Context: an optimization exercise on an open-source flow, tuned for small area, a short achievable clock period and few clock cycles per item. The choices shown serve that exercise and are no tape-out recipe.
Function was checked by simulation only, so behaviour that the tests miss may differ from the original.

<file path="flow/design.v">
module mult_ex #(
    parameter WIDTH = 32
) (
    input  logic            clk,
    input  logic            rst_n,
    input  logic[WIDTH-1:0] a,
    input  logic[WIDTH-1:0] b,
    output logic[WIDTH-1:0] lo,
    output logic[WIDTH-1:0] hi,
    input  logic           valid_in,
    output logic           ready_out,
    output logic           valid_out,
    input  logic           ready_in
);
logic[WIDTH-1:0] data_lo;
logic[WIDTH-1:0] data_hi;
typedef enum logic[1:0] {
    IDLE,
    WORKING1,
    WORKING2,
    FINISH
} state_e;
state_e state;
always_ff @(posedge clk, negedge rst_n) begin
    if (!rst_n) begin
        data_lo <= 'd0;
        data_hi <= 'd0;
        state <= IDLE;
    end 
    else begin
        unique case (state)
            IDLE: begin
                if (valid_in) begin
                    {data_hi, data_lo} <= a * b;
                    state <= WORKING1;
                end
            end
            WORKING1: begin
                state <= WORKING2;
            end
            WORKING2: begin
                state <= FINISH;
            end
            FINISH: begin
                if (ready_in)
                    state <= IDLE;
            end
            default:
                state <= IDLE;
        endcase
    end
end
always_comb begin
    ready_out = 1'b0;
    valid_out = 1'b0;
    lo = 0;
    hi = 0;
    unique case (state)
        IDLE: begin
            ready_out = 1'b1;
        end
        FINISH: begin
            valid_out = 1'b1;
            lo = data_lo;
            hi = data_hi;
        end
        default: begin
        end
    endcase
end
endmodule
</file>
<file path="flow/run.sh">
#!/bin/bash
# synth_recipe.tcl (not shown) runs the flow's synth.tcl, then flattens the netlist and writes it again
# the make line also repeats each setting of config.mk as NAME=value (left out here)
make -C /OpenROAD-flow-scripts/flow DESIGN_CONFIG=/design/flow/config.mk WORK_HOME=/design/flow/orfs CLKGATE_MAP_FILE= SYNTH_SCRIPT=/design/flow/synth_recipe.tcl finish
</file>
<file path="flow/config.mk">
export PLATFORM = sky130hd
export DESIGN_NAME = mult_ex
export DESIGN_NICKNAME = mult_ex
export VERILOG_FILES = /design/flow/design.v
export SDC_FILE = /design/flow/constraint.sdc
export NUM_CORES = 4
export LEC_CHECK = 0
export CAP_MARGIN = 20
export CORE_MARGIN = 2
export CORE_UTILIZATION = 40
export SLEW_MARGIN = 20
</file>
<file path="flow/constraint.sdc">
create_clock -name core_clock -period 11.0 [get_ports {clk}]
set_input_delay 2.2000 -clock core_clock [delete_from_list [all_inputs] [get_ports {clk}]]
set_output_delay 2.2000 -clock core_clock [all_outputs]
set_load 0.01 [all_outputs]
</file>
==> impl_metrics.csv <==
group,metric,value,unit
run_status,status,"complete, no violations",
layout,finish.instance_area,39100,um^2
setup_path,end_kind,"register",
setup_path,required,11.27,ns
drt,via_per_inst,4.96,
layout,final_nets,5228,
floorplan,ios,134,
drt,drtIter0Drc,1251,
synthesis,syn_area,36000,um^2
clock_network,clk_path_buf_depth,2,
sta,rsz0062_at_grt,"no",
synthesis,synth_xor_xnor_area_share,1.36,%
sta,setup_tns,0,ns
global_routing,antenna_found_initial,2,
drt,wire_per_inst,18.3,um
clock_network,ctsRootBufferMaster,"clkbuf_16",
drt,routed-wl-met3,3.33,mm
global_routing,grt_overflow_total,0,
floorplan,core_area,89600,um^2
global_routing,grt_pass1_vias,28555,
setup_path,cp_slowest_cell,"clkdlybuf4s50_1",
clock_network,hold_buffers,0,
clock_network,ctsHtreeMaxLevel,3,
synthesis,yosys.area_share.adder,59.0,%
setup_path,worst_path_dominant_cell_family,"adder cells",
synthesis,async_flop_share,100,%
clock_network,tritoncts,"yes",
setup_path,crit_top_cell,"fa_1",
drt,finalWirelength,94.9,mm
clock_network,cts-resized-gates,0,
placement,gp_congestion,0.885,
synthesis,synth-compound-area-share,4.41,%
synthesis,synth_top_family_by_area,"adder cells",
drt,dr.pass1.iters,6,
sta,finClkSkew,0.00639,ns
sta,setup_violations,0,
drt,drcViolationCount,0,
sta,final_hold_viol_count,0,
sta,tightest_slew,1.01,ns
synthesis,synthFlopType,"dfrtp_1",
setup_path,cp_max_fo,13,
clock_network,clk_latency,0.34,ns
drt,ant_nets,0,
clock_network,clkSinkCount,66,
run,maxCapViolCount,0,
placement,dpl.hpwl,82.7,mm
clock_network,clkTransAtPathRegs,0.06,ns
sta,finalCritPeriodShare,93.2,%
setup_path,max_stage_delay,0.84,ns
synthesis,yosysUniqueCellTypes,55,
sta,final_max_slew_viol_count,0,
layout,area_growth_syn_to_layout,8.49,%
synthesis,ys_seq_area_share,4.58,%
setup_path,critical_path_class,"in -> reg",
drt,dr_total_vias,25715,
layout,mostFrequentLayoutCell,"fa_1",
synthesis,synth.area.mux_share,0.0278,%
floorplan,die_h,304,um
sta,fmax,97.5,MHz
synthesis,yosysWarningCount,1,
setup_path,cp.arrival,10.53,ns
clock_network,cts-buffers-inserted,9,
layout,drive_gt1_share,3.50,%
synthesis,syn-num-nets,5210,
synthesis,synth.avg_cell_area,9.05,um^2
clock_network,post_cts_buffers,0,
global_routing,grt_usage,21.5,%
floorplan,rows,110,
synthesis,ys_ff_latch,66,
hold_path,min_path_type,"reg -> reg",
sta,maxSlewHeadroom,32.2,%
global_routing,grt_pass1_wl,157,mm
floorplan,initial_utilization,40.2,%
synthesis,synth-simple-area-share,19.0,%
placement,dpl-instance-area,38800,um^2
sta,finalCriticalPeriod,10.26,ns
setup_path,critPathBufInv,6,
setup_path,cp-start-kind,"primary input",
floorplan,die_w,304,um
drt,wl_met2,49.8,mm
placement,port_buffers,133,
floorplan,die-area,92500,um^2
layout,layout_common_cells,"fa_1 (896), inv_1 (870), and2_1 (667)",
synthesis,synth_cells,3980,
global_routing,grt_max_degree,79,
drt,top_layer_used,"met4",
synthesis,synth_edf_count,0,
drt,wl_met1,39.2,mm
[Yosys cell counts (3+ instances only)]
cell type,count,share of area (%)
clkbuf_1,231,2.4
o21ai_0,84,1.2
nand3_1,17,0.24
o21a_1,8,0.17
buf_2,6,0.083
or2_2,3,0.052
o21bai_1,12,0.25
nor2_1,30,0.31
dfrtp_1,66,4.6
o31ai_1,5,0.10
xnor2_1,33,0.80
a31oi_1,9,0.16
ha_1,266,9.2
o211ai_1,3,0.063
nor3_1,11,0.15
nand2_1,545,5.7
a21o_1,34,0.71
and4_1,4,0.097
inv_1,870,9.1
o21ai_1,6,0.083
a211oi_1,4,0.083
a21oi_1,67,0.93
o31a_1,3,0.073
nand2b_1,4,0.069
o221ai_1,4,0.097
and3_1,6,0.10
nor3b_1,3,0.063
fa_1,896,50
and2_1,667,12
nand4_1,22,0.38
nor4_1,3,0.052
xor2_1,23,0.56
or3_1,5,0.087
[flip-flops by register name, indices dropped and copies added (netlist names)]
| name | flops |
|---|---|
| state | 2 |
| data_hi | 32 |
| data_lo | 32 |
[cell families after synthesis]
family / Yosys count
flip-flops: 66
AO/OA/AOI/OAI: 260
adder cells (fa/ha/maj): 1162
buffers and inverters: 1109
XOR/XNOR: 56
AND/OR/NAND/NOR: 1326
multiplexers: 1
[cell type report]
cell class                      instances  area (um^2)
Timing Repair Buffer                  246         2170
Clock buffer                            9          225
Tap cell                             1176         1470
Multi-Input combinational cell       2805        30200
Antenna cell                            3         7.51
Fill cell                            8883        50500
Sequential cell                        66         1650
Inverter                              870         3270
Clock inverter                          7         78.8
[worst paths after layout]
check,startpoint,endpoint,slack [ns],cells after the start
max reg2reg,state[0],data_lo[27],8.65,6
max,a[16],data_hi[30],0.74,26
max in group asynchronous,rst_n,data_lo[15],8.31,2
min in group asynchronous,rst_n,data_hi[29],2.06,2
min,data_lo[3],data_lo[3],0.47,2
min reg2reg,data_lo[3],data_lo[3],0.47,2
[worst reg2reg max path: cells and delay by family (launching register included)]
family | cells | cell delay (ns)
buffers and inverters | 2 | 0.75
adders and majority gates | 1 | 0.27
DFF | 1 | 0.37
AOI/OAI and AO/OA | 1 | 0.30
and+or+nand+nor | 2 | 0.53
[per-layer routing]
metal / GRT usage, % / up-vias
li1: - / 11614
met4: 5.53 / 0
met3: 2.04 / 122
met5: 0 / -
met1: 27.4 / 13459
met2: 38.9 / 520
[per-stage QoR]
| step | hold slack, ns | setup slack [ns] | std cells | utilization, % |
|---|---|---|---|---|
| global placement | 0.454 | 0.407 | 5163 | 43.3 |
| global route | 0.484 | 0.359 | 5181 | 43.6 |
| CTS | 0.470 | 0.725 | 5179 | 43.6 |
| detailed placement | 0.455 | 0.389 | 5163 | 43.3 |
| finish | 0.469 | 0.744 | 5182 | 43.6 |
| floorplan | 0.431 | 2.01 | 3980 | - |
Testbench counts, summed over its fixed seeds: cycles 8,192, items 2,048.

==> static timing again, ports no longer ideal <==
In the flow no input, the clock included, has a driving cell. The finished layout below was timed again as built, in two steps.
Step 1 assumes that a clkbuf_16 drives the clock port and a buf_2 every other input.
Step 2, shift: input delay + t, output delay - t, t = (earliest + latest rising clock arrival at the registers) / 2. This alone moves slack from input paths to output paths.
a / b / c = ideal ports / drivers / drivers and shift; a / b = the first two.
t, ns: 0.380
slack for setup (ns): 0.744 / 0.770 / 0.390
worst register clock-pin slew, ns: 0.06 / 0.06
After both steps this run still meets setup and hold. For this run, drivers alone change the setup slack by +0.026 ns; drivers and shift together by -0.354 ns.
